Context: an optimization exercise on an open-source flow, tuned for small area. The choices shown serve that exercise and are no tape-out recipe. In this exercise RTL edits were held to simulation tests only and were not proved equivalent to the original. Power figures rest on the tool's default switching activity, not on a simulated workload.

## flow/s6_4.abc

```
strash
&get -n
&deepsyn -T 20 -S 4
&put
dch -f
amap
mfs2
strash
dch -f
amap
topo
```

## flow/s2.abc

```
strash
dch -f
amap
topo
```

## flow/s1.abc

```
strash
ifraig
scorr
dc2
dch -f
map -a
mfs2
strash
dch -f
map -a
mfs2
strash
dch -f
map -a
topo
dnsize
```

## flow/mkcells.py

```python
#!/usr/bin/env python3
# Writes Verilog models of the liberty's cells: combinational cells as assign statements,
# sequential cells as blackboxes. Usage: mkcells.py LIB OUT.v
import re, sys
lib = open(sys.argv[1]).read()
out = []
starts = [m for m in re.finditer(r'\n\s*cell\s*\(\s*"?([\w]+)"?\s*\)\s*\{', lib)]
for k, m in enumerate(starts):
    name = m.group(1)
    body = lib[m.end(): starts[k + 1].start() if k + 1 < len(starts) else len(lib)]
    seq = re.search(r'\n\s*(ff|latch|statetable)\s*\(', body) is not None
    pins = []
    for pm in re.finditer(r'\n\s*pin\s*\(\s*"?(\w+)"?\s*\)\s*\{', body):
        seg = body[pm.end(): pm.end() + 3000]
        d = re.search(r'direction\s*:\s*"?(\w+)"?', seg)
        f = re.search(r'function\s*:\s*"([^"]*)"', seg.split('\n\s*pin')[0] if False else seg[:seg.find('timing') if 'timing' in seg else len(seg)])
        pins.append((pm.group(1), d.group(1) if d else 'input', f.group(1) if f else None))
    if not pins: continue
    ports = ", ".join(("output " if d == 'output' else "input ") + p for p, d, f in pins if d in ('input', 'output'))
    outs = [(p, f) for p, d, f in pins if d == 'output']
    if seq or any(f is None for p, f in outs) or not outs:
        out.append("(* blackbox *)\nmodule %s(%s);\nendmodule\n" % (name, ports))
    else:
        s = "module %s(%s);\n" % (name, ports)
        for p, f in outs:
            e = f.replace('!', '~').replace('*', '&').replace('+', '|')
            s += "  assign %s = %s;\n" % (p, e)
        out.append(s + "endmodule\n")
open(sys.argv[2], 'w').write("\n".join(out))
```

## flow/s5.abc

```
strash
dch -f
map -a
mfs2
strash
dch -f
map -a
topo
```

## flow/run.sh

```bash
#!/bin/bash
# Own layout flow: the standard synthesis; then its combinational logic re-mapped by ABC with
# several area scripts, keeping the smallest netlist (flip-flops stay as the standard synthesis
# made them); then the standard layout steps, with buf_1 cells as the port buffers.
set -euo pipefail
W=$(pwd)
LIB=$FLOW_HOME/platforms/sky130hd/lib/sky130_fd_sc_hd__tt_025C_1v80.lib
R=$W/orfs/results/$FLOW_PLATFORM/Final/base
YOSYS=${YOSYS_EXE:-$FLOW_HOME/../tools/install/yosys/bin/yosys}
[ -x "$YOSYS" ] || YOSYS=yosys

bash standard.sh synth > synth_standard.log 2>&1
python3 flow/mkcells.py "$LIB" cells.v > mkcells.log 2>&1
cp "$R/1_2_yosys.v" 1_2_yosys.standard.v
best=""; bestarea=""
for s in flow/s*.abc; do
  n=$(basename "$s" .abc)
  LIB="$LIB" CELLS=cells.v NETIN=1_2_yosys.standard.v NETOUT=resynth_$n.v TOP="$FLOW_TOP" \
    ABCSCRIPT="$s" "$YOSYS" -c flow/resynth.tcl > resynth_$n.log 2>&1 || continue
  area=$(grep 'Chip area' resynth_$n.log | tail -1 | sed 's/.*: //')
  echo "$n $area" >> resynth_areas.log
  if [ -z "$best" ] || awk "BEGIN{exit !($area < $bestarea)}"; then best=$n; bestarea=$area; fi
done
echo "chosen $best $bestarea" >> resynth_areas.log
cp resynth_$best.v "$R/1_2_yosys.v"
rm -f "$R/1_synth.odb" "$R/1_synth.sdc"
bash standard.sh "BUFFER_PORTS_ARGS=-buffer_cell sky130_fd_sc_hd__buf_1" \
  "CTS_ARGS=-sink_clustering_enable -repair_clock_nets -dont_use_dummy_load" finish > layout.log 2>&1
```

## design.v

```verilog
module Final(CLK,rst,keyRows,keyCols,display8,bitchoose);
input CLK;
input rst;
input[3:0] keyRows;
output[3:0] keyCols;
output[7:0] display8;
output[3:0] bitchoose;
reg [7:0] c1;
wire [7:0] q1 = c1 ^ 8'haa;
wire en1 = (~q1[0] & q1[1] & q1[2] & q1[3] & ~q1[4] & q1[6] & q1[7]);
always @(posedge CLK)
	if (rst) c1 <= 8'd106 ^ 8'haa;
	else c1 <= {q1[6:0], q1[7] ^ q1[0] ^ (q1[1] & q1[3])} ^ 8'haa;
reg [6:0] c2;
wire [6:0] q2 = c2 ^ 7'h2a;
wire en2 = (~q2[0] & ~q2[2] & q2[3] & ~q2[4] & ~q2[6]);
always @(posedge CLK)
	if (rst) c2 <= 7'd71 ^ 7'h2a;
	else c2 <= {q2[5:0], q2[6] ^ (q2[0] & q2[3])} ^ 7'h2a;
reg [1:0] ks;
wire B = |keyRows;
always @(posedge CLK)
	if (rst) ks <= 2'b00;
	else if (en1 && !B) ks <= {ks[0], ~ks[1]};
wire c3 = ~ks[1] & ~ks[0], cc2 = ~ks[1] & ks[0], cc1 = ks[1] & ks[0], c0 = ks[1] & ~ks[0];
assign keyCols = {c3, cc2, cc1, c0};
reg p, A;
always @(posedge CLK)
	if (rst) begin p <= 1'b0; A <= 1'b0; end
	else if (en1) begin p <= B; A <= B & p; end
wire r3 = keyRows == 4'b1000, r2 = keyRows == 4'b0100, r1 = keyRows == 4'b0010, r0 = keyRows == 4'b0001;
wire kS  = A & r0 & cc2;
wire kSR = A & r0 & ks[0];
wire kT  = A & r0 & c0;
wire kD  = A & ((r3 | r2 | r1) & ~c0 | r0 & c3);
wire kN  = ~(kD | kSR | kT);
wire [3:0] dig = {r1 & ~c3, r2 | r1 & c3, r3 & ~c3 | r2 & cc1 | r1 & c3, r3 & ~cc2 | r2 & cc2 | r1 & ~cc2};
wire ge5 = r2 & ~c3 | r1;
wire [3:1] mu = {r2 & c3 | r1 & cc1, r3 & cc2 | r3 & cc1 | r1 & c3 | r1 & cc2, r3 & c3 | r3 & cc1 | r2 & cc1 | r1 & cc2};
reg x, y, z;
reg [8:0] M;       
reg [3:0] a;       
reg [1:0] Lh;      
reg [3:0] Ll;      
wire isS0 = x & ~y, isS4 = x & y, isS1 = ~x & y, isS2 = ~x & ~y & ~z, isS3 = ~x & ~y & z;
wire j = z;
wire [5:0] aa = {M[8:7], a};
wire [5:0] astep = {aa[4:0], ~(aa[5] ^ aa[0])};
wire aend = (aa[0] & aa[1] & aa[2] & aa[5]);
wire mnz = |M[6:0];
wire uz = M[3:0] == 4'd0;
wire [3:0] du = uz ? 4'd9 : M[3:0] - 4'd1;
wire [2:0] dt = uz ? M[6:4] - 3'd1 : M[6:4];
wire err = |Ll[3:1];
wire dload = kD & (isS0 | isS1 & j & ~err);      
wire eload = kD & isS1 & j & err;                
wire lclr  = kSR & (isS0 | (isS1 | isS4) & j) | kS & isS2;
wire tstart = kT & (isS0 | (isS1 | isS4) & j);   
wire down  = kN & isS3;
wire idle  = kN & x;
wire restart = lclr | eload | down & ~mnz | isS4 & ~kN & ~(j & kT);
wire step  = (down | idle) & mnz;
wire dec   = step & aend;
always @(posedge CLK)
	if (rst) begin
		x <= 1'b0; y <= 1'b0; z <= 1'b0;
	end else if (en1) begin
		x <= x ? ~(kN & ~mnz | tstart | isS0 & kD) : eload | lclr | down & ~mnz;
		y <= isS0 ? kD : isS1 ? ~(tstart | lclr) : isS4 ? ~(kN & ~mnz | tstart | lclr) : 1'b0;
		z <= isS3 | tstart | (isS1 | isS4) & (kN & ~(x & ~mnz) | ~kN & j & ~kD) | isS4 & j & kD;
	end
wire t_rs = en1 & restart;
wire t_dl = en1 & dload;
wire t_ts = en1 & tstart;
wire t_st = en1 & step;
wire t_dc = t_st & aend;
wire mkeep = ~(t_rs | t_dl | t_ts & x | t_dc);
wire akeep = ~(t_rs | t_ts | t_st);
wire [5:0] p10 = 6'd38;
always @(posedge CLK) begin
	M[6:0] <= M[6:0] & {7{mkeep}}
		| {1'b0, 1'b0, t_rs, 4'b0000}
		| {1'b0, isS1 & Ll[0], ge5, mu, 1'b0} & {7{t_dl}}
		| {t_ts & x & y, 6'b000000}
		| {dt, du} & {7{t_dc}};
	{M[8:7], a} <= aa & {6{akeep}} | p10 & {6{t_rs}} | astep & {6{t_st & ~aend}};
end
always @(posedge CLK)
	if (en1) begin
		if (dload) begin Lh <= {1'b0, isS1 & Ll[0]}; Ll <= dig; end
		else if (eload) begin Lh <= 2'd2; Ll <= 4'd0; end
		else if (lclr) begin Lh <= 2'd0; Ll <= 4'd0; end
	end
reg [1:0] ds;
always @(posedge CLK)
	if (rst) ds <= 2'b00;
	else if (en2) ds <= {ds[0], ~ds[1]};
assign bitchoose = {ds[1]&~ds[0], ds[1]&ds[0], ~ds[1]&ds[0], ~ds[1]&~ds[0]};
wire [3:0] dsel = ds[1] ? (ds[0] ? {1'b0, M[6:4]} : M[3:0]) : (ds[0] ? Ll : {2'b0, Lh});
wire [3:0] c = isS0 ? 4'd0 : (isS4 & ds[1]) ? {1'b0, ds[0], 2'b0} : dsel;
wire [6:0] s;
assign s[0] = ~c[1] & ~c[3] & (c[2] ^ c[0]);
assign s[1] = c[2] & (c[1] ^ c[0]);
assign s[2] = ~c[2] & c[1] & ~c[0];
assign s[3] = (~c[2] & ~c[1] & c[0]) | (c[2] & ~c[1] & ~c[0]) | (c[2] & c[1] & c[0]);
assign s[4] = c[0] | (c[2] & ~c[1]);
assign s[5] = (~c[2] & ~c[3] & (c[1] | c[0])) | (c[2] & c[1] & c[0]);
assign s[6] = (~c[3] & ~c[2] & ~c[1]) | (c[2] & c[1] & c[0]);
assign display8 = {1'b1, s | {7{isS2}}};
endmodule
```

## flow/s6_3.abc

```
strash
&get -n
&deepsyn -T 20 -S 3
&put
dch -f
amap
mfs2
strash
dch -f
amap
topo
```

## flow/s3.abc

```
strash
dch -f
amap
mfs2
strash
dch -f
amap
topo
```

## flow/s6.abc

```
strash
&get -n
&deepsyn -T 20
&put
dch -f
amap
mfs2
strash
dch -f
amap
topo
```

## flow/s6_2.abc

```
strash
&get -n
&deepsyn -T 20 -S 2
&put
dch -f
amap
mfs2
strash
dch -f
amap
topo
```

## standard.sh

```bash
#!/bin/bash
# synth_recipe.tcl (not shown) runs the flow's synth.tcl, then flattens the netlist and writes it again
# the make line also repeats each setting of config.mk as NAME=value (left out here)
make -C /OpenROAD-flow-scripts/flow DESIGN_CONFIG=/design/flow/config.mk WORK_HOME=/design/flow/orfs CLKGATE_MAP_FILE= SYNTH_SCRIPT=/design/flow/synth_recipe.tcl "${@:-finish}"
```

## config.mk

```make
export PLATFORM = sky130hd
export DESIGN_NAME = Final
export DESIGN_NICKNAME = Final
export VERILOG_FILES = /design/flow/design.v
export SDC_FILE = /design/flow/constraint.sdc
export NUM_CORES = 4
export LEC_CHECK = 0
export ABC_AREA = 1
export CAP_MARGIN = 20
export CORE_AREA = 2.3 2.72 57.04 57.12
export DIE_AREA = 0 0 59.415 59.415
export GPL_TIMING_DRIVEN = 0
export SLEW_MARGIN = 20
```

## flow/s7.abc

```
strash
&get -n
&dc2
&put
dch -f
amap
mfs2
strash
dch -f
amap
mfs2
strash
dch -f
amap
topo
```

## flow/resynth.tcl

```tcl
# Re-maps the combinational logic of the standard synthesis netlist with a stronger ABC script.
# The flip-flop instances (blackboxes here) are kept as they are, with their names and cell types.
yosys -import
set lib $::env(LIB)
read_verilog $::env(CELLS)
read_verilog $::env(NETIN)
hierarchy -top $::env(TOP)
flatten
opt_clean
stat
techmap
opt -fast
abc -script $::env(ABCSCRIPT) -liberty $lib -dont_use *probe* -dont_use *lpflow* -dont_use *einv* -dont_use *ebuf* -dont_use *dlygate* -dont_use *clkdly* -dont_use *dlymetal*
opt_clean -purge
hilomap -singleton -hicell sky130_fd_sc_hd__conb_1 HI -locell sky130_fd_sc_hd__conb_1 LO
splitnets
opt_clean -purge
stat -liberty $lib
check
write_verilog -noattr -nohex -nodec $::env(NETOUT)
```

## flow/s4.abc

```
strash
ifraig
scorr
dc2
dch -f
amap
mfs2
strash
dch -f
amap
mfs2
strash
dch -f
amap
topo
```

## constraint.sdc

```tcl
create_clock -name core_clock -period 10.0 [get_ports {CLK}]
set_input_delay 2.0000 -clock core_clock [delete_from_list [all_inputs] [get_ports {CLK}]]
set_output_delay 2.0000 -clock core_clock [all_outputs]
set_load 0.01 [all_outputs]
```

==> flow_summary.json, run 1 <==
{
  "place_congestion": 0.862,
  "p_leak_nw": 0.729,
  "p_int_w": 0.000213,
  "drv_slew": 0,
  "cts_made_buffers": 5,
  "clockBufferDepth": 2,
  "ir_drop_mv": 0.116,
  "synth_nets": 256,
  "clock_latency_ns": 0.36,
  "cp_max_fo": 7,
  "core_area_sq_mm": 0.00298,
  "fin_crit_ns": 5.57,
  "clock.fmax_ghz": 0.180,
  "die-area_sq_mm": 0.00353,
  "endpoint_kind": "register",
  "setup_viol": 0,
  "worstSetupStartpointType": "input pin",
  "layout.area.seq_sq_um": 921,
  "initial_core_util": 0.653,
  "cts_tree": "yes",
  "fp-row-count": 20,
  "path_class": "input pin to register",
  "final_hold_viol_count": 0,
  "syn_area_sq_mm": 0.00195,
  "yosys_warnings": 1,
  "power_frac_comb": 0.068,
  "die_w_microns": 59.4,
  "syn_inst": 250,
  "worst_pin_slew_ns": 0.788,
  "path_delay_family": "simple AND/OR/NAND/NOR gates",
  "nets": 283,
  "avgSynthCellArea_sq_um": 7.78,
  "num-fill-cells": 269,
  "postCtsResizedCells": 0,
  "cp_cell_sequence": "buf_1, nor2_1, nand2_1, nor2_1, a21oi_1, a2111oi_1, and3_1, a32oi_1, nor2_1, clkinv_1, o211ai_1, nor2_1, a22oi_1, nand2_1, or2_0, a221oi_1",
  "grt_antenna_before_repair": 0,
  "io_buffers": 20,
  "hold_path_class": "register to register",
  "path_buf_inv": 2,
  "grt_pass1_wl_microns": 6840,
  "drt_iter0_drc": 91,
  "drcViolationCount": 0,
  "multiInputGateArea_sq_um": 890,
  "post-route-period-util": 0.557,
  "vias": 1804,
  "layout.cells.non_filler": 308,
  "die_h_microns": 59.4,
  "placed_cells_incl_taps": 303,
  "p_sw_frac": 0.228,
  "grt_max_degree": 14,
  "root_buffer": "clkbuf_4",
  "grt_overflow_total": 0,
  "outcome": "complete, no violations",
  "wire_per_inst_microns": 13.2,
  "post-cts-setup-buffers": 0,
  "p_per_area_mw_per_mm2": 131,
  "grt_pass1_vias": 1556,
  "area_growth_pct": 8.30,
  "cpPeakStageDelay_ns": 0.64,
  "sequentialPowerShare": 0.676,
  "final_common_cell": "nor2_1",
  "postRouteWirelength_microns": 4080,
  "rsz0062_at_grt": "false",
  "cp_slowest_cell": "a2111oi_1",
  "worstPathArrival_ns": 5.85,
  "drive_above_1_share": 0.0218,
  "place_hpwl_microns": 3210,
  "via_per_inst": 5.86,
  "cts_sinks": 43,
  "diodes": 0,
  "clkPwrFrac": 0.256,
  "p_switching_w": 0.0000630,
  "tns_ns": 0,
  "relSlewSlack": 0.473,
  "track_usage": 0.262,
  "detail-route-antenna-nets": 0,
  "finClkSkew_ns": 0.0287,
  "firstDrtPassIters": 4,
  "htreeDepth": 2,
  "crit_top_cell": "nor2_1",
  "holdBufCountCts": 0,
  "max_cap_violations": 0,
  "clk_pin_slew_ns": 0.12,
  "final_cell_mix": "nor2_1, clkinv_1, dfxtp_1",
  "whs_ns": 0.380,
  "boundaryPins": 22,
  "required_ns": 10.28
}
## power by group through the flow
stage / combinational, W / clock [W] / sequential, W
4_1_cts: 0.0000188 / 0.0000731 / 0.000187
2_1_floorplan: 0.0000139 / 0 / 0.000189
3_5_place_dp: 0.0000187 / 0 / 0.000190
6_report: 0.0000187 / 0.0000708 / 0.000186
5_1_grt: 0.0000217 / 0.0000799 / 0.000187
3_3_place_gp: 0.0000180 / 0 / 0.000190
## through the flow
stage          power (W)  setup WS [ns]  cell area, sq um  utilization
2_1_floorplan   0.000203           4.89              1950            -
3_3_place_gp    0.000208           3.98              2060        0.692
5_1_grt         0.000289           3.96              2110        0.708
6_report        0.000276           4.43              2110        0.708
3_5_place_dp    0.000209           3.97              2070        0.695
4_1_cts         0.000278           4.33              2110        0.707
## registers in the layout (all words and copies together) (netlist names)
register / count
a: 4
c1: 8
z: 1
M: 9
x: 1
ks: 2
ds: 2
Ll: 4
y: 1
Lh: 2
p: 1
A: 1
c2: 7
## metal layers
layer,vias to the layer above,GRT usage,part of all wire
li1,940,-,-
met1,803,0.338,0.46
met2,55,0.416,0.46
met3,6,0.0852,0.066
met4,0,0.0779,0.013
met5,-,0,0
## final cells by class
type | instances | area share
tap | 33 | 0.0196
clock buffer | 5 | 0.0178
inverter | 38 | 0.0677
sequential | 43 | 0.437
timing repair buffer | 20 | 0.0356
multi-input combinational | 169 | 0.422
## final timing paths
path / startpoint / endpoint / slack [ns] / cells after the start
worst min-delay path: c2[5] / c2[6] / 0.38 / 1
worst max register to register: ks[0] / M[5] / 5.92 / 14
worst max-delay path: keyRows[1] / M[5] / 4.43 / 16
worst min register to register: c2[5] / c2[6] / 0.38 / 1
==> run 2, diff against run 1 <==
==> flow/run.sh (replaced) <==
#!/bin/bash
# Own layout flow: the standard synthesis; then its combinational logic re-mapped by ABC with
# several area scripts (run 4 at a time), keeping the smallest netlist (flip-flops stay as the
# standard synthesis made them); then the standard layout steps, with buf_1 cells as the port
# buffers and no dummy clock loads.
set -euo pipefail
W=$(pwd)
LIB=$FLOW_HOME/platforms/sky130hd/lib/sky130_fd_sc_hd__tt_025C_1v80.lib
R=$W/orfs/results/$FLOW_PLATFORM/Final/base
YOSYS=${YOSYS_EXE:-$FLOW_HOME/../tools/install/yosys/bin/yosys}
[ -x "$YOSYS" ] || YOSYS=yosys
export LIB YOSYS W

bash standard.sh synth > synth_standard.log 2>&1
python3 flow/mkcells.py "$LIB" cells.v > mkcells.log 2>&1
cp "$R/1_2_yosys.v" 1_2_yosys.standard.v
resynth() {
  n=$(basename "$1" .abc)
  LIB="$LIB" CELLS=cells.v NETIN=1_2_yosys.standard.v NETOUT=resynth_$n.v TOP="$FLOW_TOP" \
    ABCSCRIPT="$1" "$YOSYS" -c flow/resynth.tcl > resynth_$n.log 2>&1 || true
}
export -f resynth
ls flow/s*.abc | xargs -P 4 -I{} bash -c 'resynth {}'
best=""; bestarea=""
for s in flow/s*.abc; do
  n=$(basename "$s" .abc)
  [ -s resynth_$n.v ] || continue
  area=$(grep 'Chip area' resynth_$n.log | tail -1 | sed 's/.*: //')
  [ -n "$area" ] || continue
  echo "$n $area" >> resynth_areas.log
  if [ -z "$best" ] || awk "BEGIN{exit !($area < $bestarea)}"; then best=$n; bestarea=$area; fi
done
echo "chosen $best $bestarea" >> resynth_areas.log
cp resynth_$best.v "$R/1_2_yosys.v"
rm -f "$R/1_synth.odb" "$R/1_synth.sdc"
bash standard.sh "BUFFER_PORTS_ARGS=-buffer_cell sky130_fd_sc_hd__buf_1" \
  "CTS_ARGS=-sink_clustering_enable -repair_clock_nets -dont_use_dummy_load" finish > layout.log 2>&1
==> flow/s6_5.abc (new file) <==
strash
&get -n
&deepsyn -T 20 -S 5
&put
dch -f
amap
mfs2
strash
dch -f
amap
topo
==> flow/s6_6.abc (new file) <==
strash
&get -n
&deepsyn -T 20 -S 6
&put
dch -f
amap
mfs2
strash
dch -f
amap
topo
==> flow/s6_7.abc (new file) <==
strash
&get -n
&deepsyn -T 20 -S 7
&put
dch -f
amap
mfs2
strash
dch -f
amap
topo
==> flow/s6_8.abc (new file) <==
strash
&get -n
&deepsyn -T 20 -S 8
&put
dch -f
amap
mfs2
strash
dch -f
amap
topo
==> flow_summary.json, run 2 <==
{
  "layout.cells.non_filler": 308,
  "r2r_start": "ks[0]",
  "syn_area_sq_mm": 0.00195,
  "finClkSkew_ns": 0.0287,
  "final_hold_viol_count": 0,
  "cts_made_buffers": 5,
  "via_per_inst": 5.86,
  "post-cts-setup-buffers": 0,
  "die-area_sq_mm": 0.00353,
  "place_hpwl_microns": 3210,
  "vias": 1804,
  "finalPower_w": 0.000276,
  "postCtsResizedCells": 0,
  "hold_path_class": "register to register",
  "regMostFlops": "M",
  "synth_nets": 256,
  "grt_pass1_vias": 1556,
  "max_cap_violations": 0,
  "io_buffers": 20,
  "nets": 283,
  "fp-row-count": 20,
  "grt_overflow_total": 0,
  "routed-wl-met2_microns": 1870,
  "holdBufCountCts": 0,
  "reg_top3": "M: 9 flops, c1: 8 flops, c2: 7 flops",
  "cts_sinks": 43,
  "cts_tree": "yes",
  "p_leak_nw": 0.729,
  "track_usage": 0.262,
  "ir_drop_mv": 0.116,
  "htreeDepth": 2,
  "cp_max_fo": 7,
  "yosys_warnings": 1,
  "syn_inst": 250,
  "avgSynthCellArea_sq_um": 7.78,
  "min-delay-start": "c2[5]",
  "outcome": "complete, no violations",
  "tns_ns": 0,
  "cp-startpoint": "keyRows[1]",
  "placed_cells_incl_taps": 303,
  "final_cell_mix": "nor2_1, clkinv_1, dfxtp_1",
  "required_ns": 10.28,
  "worstPathArrival_ns": 5.85,
  "firstDrtPassIters": 4,
  "rsz0062_at_grt": "false",
  "boundaryPins": 22,
  "whs_ns": 0.380,
  "fin_crit_ns": 5.57,
  "clockBufferDepth": 2,
  "wire_per_inst_microns": 13.2,
  "die_h_microns": 59.4,
  "p_per_area_mw_per_mm2": 131,
  "post-route-period-util": 0.557,
  "area_growth_pct": 8.30,
  "drive_above_1_share": 0.0218,
  "initial_core_util": 0.653,
  "drv_slew": 0,
  "place_congestion": 0.862,
  "root_buffer": "clkbuf_4",
  "worstSetupStartpointType": "input pin",
  "core_area_sq_mm": 0.00298,
  "final_common_cell": "nor2_1",
  "postRouteWirelength_microns": 4080,
  "grt_antenna_before_repair": 0,
  "grt_max_degree": 14,
  "relSlewSlack": 0.473,
  "clock.fmax_ghz": 0.180,
  "wl_met3_microns": 270,
  "drcViolationCount": 0,
  "grt_pass1_wl_microns": 6840,
  "drt_iter0_drc": 91,
  "highest_layer": "met4",
  "largest_reg_flops": 9,
  "clock_latency_ns": 0.36,
  "die_w_microns": 59.4,
  "wl_met1_microns": 1890,
  "clk_pin_slew_ns": 0.12,
  "worst_pin_slew_ns": 0.788,
  "num-fill-cells": 269,
  "path_class": "input pin to register",
  "setup_viol": 0,
  "diodes": 0,
  "detail-route-antenna-nets": 0,
  "endpoint_kind": "register"
}
==> run 2: cell counts in the layout (fill, tap and decap cells not counted) <==
Identical to the previous run, type by type.
==> run 2: layout make-up <==
cell class	count	area, sq um	area share
Clock buffer	5	37.5	0.0178
Sequential cell	43	921	0.437
Timing Repair Buffer	20	75.1	0.0356
Inverter	38	143	0.0677
Multi-Input combinational cell	169	890	0.422
Tap cell	33	41.3	0.0196
==> run 2: layer usage <==
| metal | GRT usage | up-vias |
|---|---|---|
| met5 | 0 | - |
| met4 | 0.0779 | 0 |
| met3 | 0.0852 | 6 |
| met2 | 0.416 | 55 |
| met1 | 0.338 | 803 |
| li1 | - | 940 |
==> run 2: through the flow <==
| step | utilization | area (sq um) | setup WS, ns |
|---|---|---|---|
| final | 0.708 | 2110 | 4.43 |
| after global routing | 0.708 | 2110 | 3.96 |
| after CTS | 0.707 | 2110 | 4.33 |
| after detailed placement | 0.695 | 2070 | 3.97 |
| after global placement | 0.692 | 2060 | 3.98 |
| after floorplan | - | 1950 | 4.89 |
==> run 2: critical path, cell delays in order <==
cell and delay [ns]:
buf_1 0.11, nor2_1 0.20, nand2_1 0.10, nor2_1 0.10
a21oi_1 0.05, a2111oi_1 0.64, and3_1 0.32, a32oi_1 0.22
nor2_1 0.36, clkinv_1 0.19, o211ai_1 0.33, nor2_1 0.26
a22oi_1 0.27, nand2_1 0.14, or2_0 0.31, a221oi_1 0.25
==> run 2: where the power goes <==
part | switching [W] | total, W | internal, W
clock network | 0.0000473 | 0.0000708 | 0.0000235
logic | 0.0000114 | 0.0000187 | 0.00000731
registers | 0.00000432 | 0.000186 | 0.000182
total | 0.0000630 | 0.000276 | 0.000213
==> run 2: worst paths after layout <==
| kind | end | slack (ns) | cells past startpoint |
|---|---|---|---|
| max | M[5] | 4.43 | 16 |
| min | c2[6] | 0.38 | 1 |
| min reg2reg | c2[6] | 0.38 | 1 |
| max reg2reg | M[5] | 5.92 | 14 |
==> run 3, diff against run 2 <==
--- a/design.v
+++ b/design.v
@@ -38,8 +38,10 @@
 wire ge5 = r2 & ~c3 | r1;
 wire [3:1] mu = {r2 & c3 | r1 & cc1, r3 & cc2 | r3 & cc1 | r1 & c3 | r1 & cc2, r3 & c3 | r3 & cc1 | r2 & cc1 | r1 & cc2};
 reg x, y, z;
-reg [8:0] M;       
-reg [3:0] a;       
+reg [8:0] Ms;
+wire [8:0] M = Ms ^ {2'b11, 7'h7f};       
+reg [3:0] as;
+wire [3:0] a = as ^ 4'hf;       
 reg [1:0] Lh;      
 reg [3:0] Ll;      
 wire isS0 = x & ~y, isS4 = x & y, isS1 = ~x & y, isS2 = ~x & ~y & ~z, isS3 = ~x & ~y & z;
@@ -78,12 +80,12 @@
 wire akeep = ~(t_rs | t_ts | t_st);
 wire [5:0] p10 = 6'd38;
 always @(posedge CLK) begin
-	M[6:0] <= M[6:0] & {7{mkeep}}
+	Ms[6:0] <= (M[6:0] & {7{mkeep}}
 		| {1'b0, 1'b0, t_rs, 4'b0000}
 		| {1'b0, isS1 & Ll[0], ge5, mu, 1'b0} & {7{t_dl}}
 		| {t_ts & x & y, 6'b000000}
-		| {dt, du} & {7{t_dc}};
-	{M[8:7], a} <= aa & {6{akeep}} | p10 & {6{t_rs}} | astep & {6{t_st & ~aend}};
+		| {dt, du} & {7{t_dc}}) ^ 7'h7f;
+	{Ms[8:7], as} <= (aa & {6{akeep}} | p10 & {6{t_rs}} | astep & {6{t_st & ~aend}}) ^ 6'h3f;
 end
 always @(posedge CLK)
 	if (en1) begin
@@ -96,8 +98,10 @@
 	if (rst) ds <= 2'b00;
 	else if (en2) ds <= {ds[0], ~ds[1]};
 assign bitchoose = {ds[1]&~ds[0], ds[1]&ds[0], ~ds[1]&ds[0], ~ds[1]&~ds[0]};
-wire [3:0] dsel = ds[1] ? (ds[0] ? {1'b0, M[6:4]} : M[3:0]) : (ds[0] ? Ll : {2'b0, Lh});
-wire [3:0] c = isS0 ? 4'd0 : (isS4 & ds[1]) ? {1'b0, ds[0], 2'b0} : dsel;
+wire mdig = ~isS4 & ~isS0, ldig = ~isS0;
+wire [3:0] c = {4{bitchoose[0] & ldig}} & {2'b0, Lh} | {4{bitchoose[1] & ldig}} & Ll
+	| {4{bitchoose[2] & mdig}} & {1'b0, M[6:4]} | {4{bitchoose[3] & mdig}} & M[3:0]
+	| {1'b0, bitchoose[2] & isS4, 2'b00};
 wire [6:0] s;
 assign s[0] = ~c[1] & ~c[3] & (c[2] ^ c[0]);
 assign s[1] = c[2] & (c[1] ^ c[0]);
==> flow/s8_1.abc (new file) <==
strash
&get -n
&deepsyn -T 40 -S 1
&put
dch -f
amap
mfs2
strash
dch -f
amap
mfs2
strash
dch -f
amap
topo
==> flow/s8_2.abc (new file) <==
strash
&get -n
&deepsyn -T 40 -S 2
&put
dch -f
amap
mfs2
strash
dch -f
amap
mfs2
strash
dch -f
amap
topo
==> flow_summary.json, run 3 <==
{
  "outcome": "complete, no violations",
  "cts_tree": "yes",
  "diodes": 0,
  "postRouteWirelength_microns": 3910,
  "rr_worst_depth": 11,
  "top_usage_layer": "met2",
  "clock.fmax_ghz": 0.194,
  "core_area_sq_mm": 0.00298,
  "fin_crit_ns": 5.16,
  "p_sw_frac": 0.231,
  "die_h_microns": 59.4,
  "ir_drop_mv": 0.127,
  "finClkSkew_ns": 0.0342,
  "clockBufferDepth": 2,
  "setup_viol": 0,
  "syn_area_sq_mm": 0.00191,
  "nets": 279,
  "vias": 1773,
  "r2r_slack_ns": 6.65,
  "final_hold_viol_count": 0,
  "required_ns": 10.22,
  "avgSynthCellArea_sq_um": 7.75,
  "grt_antenna_before_repair": 0,
  "holdBufCountCts": 0,
  "min-delay-start": "c2[1]",
  "endpoint_kind": "register",
  "num-fill-cells": 268,
  "detail-route-antenna-nets": 0,
  "layout.cells.non_filler": 304,
  "io_buffers": 20,
  "power_frac_comb": 0.068,
  "cts_sinks": 43,
  "post-route-period-util": 0.516,
  "min_to": "c2[2]",
  "reg_top3": "Ms: 9 flops, c1: 8 flops, c2: 7 flops",
  "wire_per_inst_microns": 12.9,
  "place_hpwl_microns": 3060,
  "p_int_w": 0.000210,
  "grt_overflow_total": 0,
  "grt_pass1_wl_microns": 6330,
  "cts_made_buffers": 5,
  "rr_endpoint": "Ms[5]",
  "postCtsResizedCells": 0,
  "max_cap_violations": 0,
  "die_w_microns": 59.4,
  "p_switching_w": 0.0000631,
  "worstPathArrival_ns": 5.38,
  "path_class": "input pin to register",
  "clk_pin_slew_ns": 0.12,
  "relSlewSlack": 0.444,
  "sequentialPowerShare": 0.672,
  "syn_inst": 246,
  "tns_ns": 0,
  "holdPathStages": 1,
  "grt_pass1_vias": 1496,
  "post-cts-setup-buffers": 0,
  "initial_core_util": 0.640,
  "worst_pin_slew_ns": 0.828,
  "boundaryPins": 22,
  "worstSetupStartpointType": "input pin",
  "fp-row-count": 20,
  "drt_iter0_drc": 121,
  "synth_nets": 252,
  "area_growth_pct": 8.40,
  "drcViolationCount": 0,
  "grt_util_met3": 0.0590,
  "rsz0062_at_grt": "false",
  "hold_path_class": "register to register",
  "drive_above_1_share": 0.0221,
  "yosys_warnings": 1,
  "die-area_sq_mm": 0.00353,
  "final_common_cell": "nor2_1",
  "p_leak_nw": 0.710,
  "cp_max_fo": 6,
  "grt_max_degree": 16,
  "regMostFlops": "Ms",
  "gr-usage-met2": 0.411,
  "htreeDepth": 2,
  "p_per_area_mw_per_mm2": 132,
  "clkPwrFrac": 0.261,
  "r2r_start": "c1[0]",
  "firstDrtPassIters": 4,
  "drv_slew": 0,
  "placed_cells_incl_taps": 299,
  "via_per_inst": 5.83,
  "final_cell_mix": "nor2_1, dfxtp_1, clkinv_1",
  "place_congestion": 0.862,
  "track_usage": 0.242,
  "clock_latency_ns": 0.35,
  "root_buffer": "clkbuf_4",
  "grt_use_met1": 0.303,
  "largest_reg_flops": 9
}
run 3: how the worst max path moves through the flow:
stage,end,startpoint,slack (ns),cells past startpoint
after floorplan,x,keyRows[1],5.53,15
after global placement,Ms[6],keyRows[1],4.59,18
after detailed placement,Ms[6],keyRows[1],4.55,18
after CTS,Ms[5],keyRows[1],4.88,18
after global routing,Ms[5],keyRows[1],4.37,18
final,Ms[5],keyRows[3],4.84,18
run 3: per-stage QoR:
step	hold slack [ns]	util	area, sq um	setup WS [ns]	power [W]
floorplan	0.352	-	1910	5.53	0.000199
detailed placement	0.357	0.679	2020	4.55	0.000205
finish	0.374	0.694	2070	4.84	0.000273
global placement	0.353	0.679	2020	4.59	0.000205
CTS	0.376	0.692	2060	4.88	0.000275
global route	0.376	0.694	2070	4.37	0.000285
run 3: power by group through the flow:
stage / Combinational (W) / Clock (W) / Sequential (W)
CTS: 0.0000184 / 0.0000736 / 0.000183
detailed placement: 0.0000184 / 0 / 0.000187
global placement: 0.0000180 / 0 / 0.000187
global route: 0.0000209 / 0.0000796 / 0.000184
floorplan: 0.0000128 / 0 / 0.000186
finish: 0.0000185 / 0.0000712 / 0.000183
run 3: worst max-delay path, cell delays in order:
cell and delay, ns:
buf_1 0.14, clkinv_1 0.15, nand2_1 0.18, nor2_1 0.09, a211oi_1 0.19, a31oi_1 0.06
nor3_1 0.44, clkinv_1 0.23, nand3_1 0.13, nor2_1 0.07, nand2_1 0.08, o21ai_0 0.22
o31ai_1 0.76, nor2_1 0.22, clkinv_1 0.13, a21oi_1 0.08, o21ai_0 0.09, o21ai_0 0.10
run 3: cell type report:
type                    count  area (sq um)  share of cell area
flip-flops and latches     43           921               0.446
multi-input cells         177           895               0.433
inverters                  26          97.6              0.0472
repair buffers             20          75.1              0.0363
well taps                  33          41.3              0.0200
clock buffers               5          37.5              0.0182
run 3: metal layers:
metal | part of all wire | vias up
li1 | - | 917
met3 | 0.055 | 5
met5 | 0 | -
met1 | 0.47 | 801
met4 | 0.011 | 0
met2 | 0.46 | 50
==> run 4, diff against run 3 <==
--- a/design.v
+++ b/design.v
@@ -42,8 +42,10 @@
 wire [8:0] M = Ms ^ {2'b11, 7'h7f};       
 reg [3:0] as;
 wire [3:0] a = as ^ 4'hf;       
-reg [1:0] Lh;      
-reg [3:0] Ll;      
+reg Lhs;
+wire Lh = ~Lhs;    
+reg [3:0] Lls;
+wire [3:0] Ll = Lls ^ 4'hf;      
 wire isS0 = x & ~y, isS4 = x & y, isS1 = ~x & y, isS2 = ~x & ~y & ~z, isS3 = ~x & ~y & z;
 wire j = z;
 wire [5:0] aa = {M[8:7], a};
@@ -87,19 +89,19 @@
 		| {dt, du} & {7{t_dc}}) ^ 7'h7f;
 	{Ms[8:7], as} <= (aa & {6{akeep}} | p10 & {6{t_rs}} | astep & {6{t_st & ~aend}}) ^ 6'h3f;
 end
-always @(posedge CLK)
-	if (en1) begin
-		if (dload) begin Lh <= {1'b0, isS1 & Ll[0]}; Ll <= dig; end
-		else if (eload) begin Lh <= 2'd2; Ll <= 4'd0; end
-		else if (lclr) begin Lh <= 2'd0; Ll <= 4'd0; end
-	end
+wire lkeep = ~(en1 & (dload | eload | lclr));
+always @(posedge CLK) begin
+	Lhs <= ~(Lh & lkeep | t_dl & isS1 & Ll[0]);
+	Lls <= (Ll & {4{lkeep}} | dig & {4{t_dl}} | {en1 & eload, 1'b0, en1 & eload, 1'b0}) ^ 4'hf;
+end
 reg [1:0] ds;
 always @(posedge CLK)
 	if (rst) ds <= 2'b00;
 	else if (en2) ds <= {ds[0], ~ds[1]};
 assign bitchoose = {ds[1]&~ds[0], ds[1]&ds[0], ~ds[1]&ds[0], ~ds[1]&~ds[0]};
 wire mdig = ~isS4 & ~isS0, ldig = ~isS0;
-wire [3:0] c = {4{bitchoose[0] & ldig}} & {2'b0, Lh} | {4{bitchoose[1] & ldig}} & Ll
+wire le = Ll[3] & Ll[1];
+wire [3:0] c = {4{bitchoose[0] & ldig}} & {2'b0, le, Lh} | {4{bitchoose[1] & ldig}} & {Ll[3] & ~le, Ll[2], Ll[1] & ~le, Ll[0]}
 	| {4{bitchoose[2] & mdig}} & {1'b0, M[6:4]} | {4{bitchoose[3] & mdig}} & M[3:0]
 	| {1'b0, bitchoose[2] & isS4, 2'b00};
 wire [6:0] s;
--- a/flow/run.sh
+++ b/flow/run.sh
@@ -2,7 +2,7 @@
 # Own layout flow: the standard synthesis; then its combinational logic re-mapped by ABC with
 # several area scripts (run 4 at a time), keeping the smallest netlist (flip-flops stay as the
 # standard synthesis made them); then the standard layout steps, with buf_1 cells as the port
-# buffers and no dummy clock loads.
+# buffers no dummy clock loads and clkbuf_8 clock leaves.
 set -euo pipefail
 W=$(pwd)
 LIB=$FLOW_HOME/platforms/sky130hd/lib/sky130_fd_sc_hd__tt_025C_1v80.lib
@@ -34,4 +34,4 @@
 cp resynth_$best.v "$R/1_2_yosys.v"
 rm -f "$R/1_synth.odb" "$R/1_synth.sdc"
 bash standard.sh "BUFFER_PORTS_ARGS=-buffer_cell sky130_fd_sc_hd__buf_1" \
-  "CTS_ARGS=-sink_clustering_enable -repair_clock_nets -dont_use_dummy_load" finish > layout.log 2>&1
+  "CTS_ARGS=-sink_clustering_enable -repair_clock_nets -dont_use_dummy_load -root_buf sky130_fd_sc_hd__clkbuf_4 -buf_list sky130_fd_sc_hd__clkbuf_8" finish > layout.log 2>&1
==> flow/s6_10.abc (new file) <==
strash
&get -n
&deepsyn -T 20 -S 10
&put
dch -f
amap
mfs2
strash
dch -f
amap
topo
==> flow/s6_11.abc (new file) <==
strash
&get -n
&deepsyn -T 20 -S 11
&put
dch -f
amap
mfs2
strash
dch -f
amap
topo
==> flow/s6_12.abc (new file) <==
strash
&get -n
&deepsyn -T 20 -S 12
&put
dch -f
amap
mfs2
strash
dch -f
amap
topo
==> flow/s6_9.abc (new file) <==
strash
&get -n
&deepsyn -T 20 -S 9
&put
dch -f
amap
mfs2
strash
dch -f
amap
topo
==> flow/s8_3.abc (new file) <==
strash
&get -n
&deepsyn -T 40 -S 3
&put
dch -f
amap
mfs2
strash
dch -f
amap
mfs2
strash
dch -f
amap
topo
==> flow/s8_4.abc (new file) <==
strash
&get -n
&deepsyn -T 40 -S 4
&put
dch -f
amap
mfs2
strash
dch -f
amap
mfs2
strash
dch -f
amap
topo
==> flow_summary.json, run 4 <==
{
  "outcome": "complete, no violations",
  "cts_tree": "yes",
  "clock_latency_ns": 0.35,
  "final_hold_viol_count": 0,
  "dp_worst_setup_slack_ns": 4.99,
  "avgSynthCellArea_sq_um": 7.39,
  "required_ns": 10.23,
  "syn_area_sq_mm": 0.00188,
  "holdPathStages": 1,
  "grt_max_degree": 14,
  "diodes": 0,
  "core_area_sq_mm": 0.00298,
  "root_buffer": "clkbuf_4",
  "clkPwrFrac": 0.276,
  "place_hpwl_microns": 3090,
  "regMostFlops": "Ms",
  "tns_ns": 0,
  "sequentialPowerShare": 0.679,
  "area_growth_pct": 8.20,
  "postRouteWirelength_microns": 3940,
  "post-cts-setup-buffers": 0,
  "rsz0062_at_grt": "false",
  "final_common_cell": "nor2_1",
  "cp_cell_sequence": "buf_1, or3_1, nand2_1, or3_1, nor2_1, o21ai_0, or3_1, o31ai_1, nor2_1, o21ai_0, clkinv_1, or3_1, o31a_1",
  "final_cell_mix": "nor2_1, dfxtp_1, clkinv_1",
  "via_per_inst": 5.74,
  "rr_endpoint": "Ms[3]",
  "cts_sinks": 42,
  "cts_made_buffers": 5,
  "die-area_sq_mm": 0.00353,
  "grt_overflow_total": 0,
  "drt_iter0_drc": 64,
  "power_frac_comb": 0.046,
  "min_to": "c1[6]",
  "worstPathArrival_ns": 4.93,
  "largest_reg_flops": 9,
  "cpPeakStageDelay_ns": 0.46,
  "grt_pass1_wl_microns": 6440,
  "initial_core_util": 0.630,
  "grt_antenna_before_repair": 0,
  "worst_pin_slew_ns": 0.754,
  "fp-row-count": 20,
  "clockBufferDepth": 2,
  "rr_worst_depth": 13,
  "min-delay-start": "c1[5]",
  "hold_path_class": "register to register",
  "crit_top_cell": "or3_1",
  "layout.area.seq_sq_um": 841,
  "die_h_microns": 59.4,
  "firstDrtPassIters": 4,
  "wire_per_inst_microns": 12.6,
  "cp_max_fo": 9,
  "r2r_start": "c1[1]",
  "grt_pass1_vias": 1515,
  "reg_top3": "Ms: 9 flops, c1: 8 flops, c2: 7 flops",
  "placed_cells_incl_taps": 307,
  "path_class": "input pin to register",
  "fin_crit_ns": 4.70,
  "r2r_slack_ns": 6.83,
  "multiInputGateArea_sq_um": 931,
  "max_cap_violations": 0,
  "place_congestion": 0.863,
  "finClkSkew_ns": 0.0235,
  "setup_viol": 0,
  "drv_slew": 0,
  "boundaryPins": 22,
  "p_per_area_mw_per_mm2": 127,
  "detail-route-antenna-nets": 0,
  "yosys_warnings": 1,
  "layout.cells.non_filler": 312,
  "num-fill-cells": 271,
  "relSlewSlack": 0.493,
  "die_w_microns": 59.4,
  "postCtsResizedCells": 0,
  "io_buffers": 20,
  "p_sw_frac": 0.224,
  "holdBufCountCts": 0,
  "worstSetupStartpointType": "input pin",
  "clock.fmax_ghz": 0.213,
  "htreeDepth": 2,
  "nets": 287,
  "drive_above_1_share": 0.0179,
  "track_usage": 0.241,
  "post-route-period-util": 0.470,
  "vias": 1790,
  "cp_slowest_cell": "o21ai_0",
  "clk_pin_slew_ns": 0.11,
  "synth_nets": 260,
  "p_switching_w": 0.0000578,
  "p_int_w": 0.000200,
  "endpoint_kind": "register",
  "drcViolationCount": 0,
  "fin_ws_ns": 5.30,
  "ir_drop_mv": 0.112,
  "p_leak_nw": 0.743,
  "syn_inst": 254
}
[run 4: cell count changes in the layout (fill, tap and decap cells not counted), moves of 3 or more]
cell      change
nor2_1        +7
nand2_1       -3
a31oi_1       -3
or3_1         +6
o22a_1        +6
dfxtp_1       +5
or2_0         +3
o22ai_1       +4
a211oi_1      -3
edfxtp_1      -6
[run 4: worst max-delay path: cells and delay by family]
kind | cells | cell delay (ns)
compound gates | 4 | 0.84
simple gates | 7 | 1.69
buf+inv | 2 | 0.42
[run 4: layout make-up]
| type | instances | share of cell area |
|---|---|---|
| multi-input cells | 184 | 0.458 |
| flip-flops and latches | 42 | 0.414 |
| inverters | 28 | 0.0518 |
| repair buffers | 20 | 0.0370 |
| well taps | 33 | 0.0203 |
| clock buffers | 5 | 0.0185 |
[run 4: worst max-delay path by stage]
| stage | endpoint | start | slack [ns] |
|---|---|---|---|
| after floorplan | Ms[3] | keyRows[3] | 5.61 |
| after global placement | Ms[3] | keyRows[1] | 4.94 |
| after detailed placement | Ms[3] | keyRows[2] | 4.99 |
| after CTS | Ms[3] | keyRows[2] | 5.33 |
| after global routing | Ms[3] | keyRows[1] | 4.97 |
| final | Ms[3] | keyRows[1] | 5.30 |
[run 4: metrics by stage]
stage          hold slack (ns)  instance area [sq um]   util  total power (W)
6_report                 0.381                   2030  0.682         0.000258
5_1_grt                  0.403                   2030  0.682         0.000269
4_1_cts                  0.385                   2030  0.682         0.000261
3_5_place_dp             0.362                   1990  0.669         0.000190
3_3_place_gp             0.355                   1990  0.669         0.000190
2_1_floorplan            0.352                   1880      -         0.000186
[run 4: power groups by stage]
stage                     combinational (W)  sequential (W)   clock, W
after floorplan                  0.00000829        0.000178          0
after global placement            0.0000116        0.000179          0
after detailed placement          0.0000119        0.000179          0
after CTS                         0.0000119        0.000175  0.0000742
after global routing              0.0000135        0.000175  0.0000802
final                             0.0000117        0.000175  0.0000711
[run 4: metal layers]
metal	share of wire	routed length, microns	vias to the layer above	GRT usage
met3	0.042	164	8	0.0742
li1	-	-	933	-
met4	0.020	79	0	0.0909
met2	0.45	1760	43	0.367
met1	0.49	1940	806	0.318
met5	0	0	-	0

-- re-timing with driven ports --
How much do the figures lean on ideal ports? The routed layouts below were timed once more, with nothing changed but the port constraints.
Step 1: set_driving_cell puts a clkbuf_16 on CLK and a buf_2 on each other input, an assumption about the parent block.
Step 2 times the ports against the registers' clock, not the clock port: input delays grow and output delays shrink by t, the midpoint of the rising clock arrivals with the driver on.
a / b / c = ideal ports / drivers / drivers and shift; a / b = the first two.
| run | t (ns) | setup WS [ns] | worst hold slack (ns) | cell pins on the clock port's net |
|---|---|---|---|---|
| run 1 | 0.364 | 4.429 / 4.431 / 4.067 | 0.380 / 0.380 / 0.380 | 1 |
| run 2 | 0.364 | 4.429 / 4.431 / 4.067 | 0.380 / 0.380 / 0.380 | 1 |
| run 3 | 0.351 | 4.841 / 4.838 / 4.487 | 0.374 / 0.374 / 0.374 | 1 |
| run 4 | 0.361 | 5.298 / 5.295 / 4.934 | 0.381 / 0.381 / 0.381 | 1 |
After both steps every run listed still meets setup and hold. For run 4, which loses most, drivers alone change the setup slack by -0.003 ns; drivers and shift together by -0.364 ns.
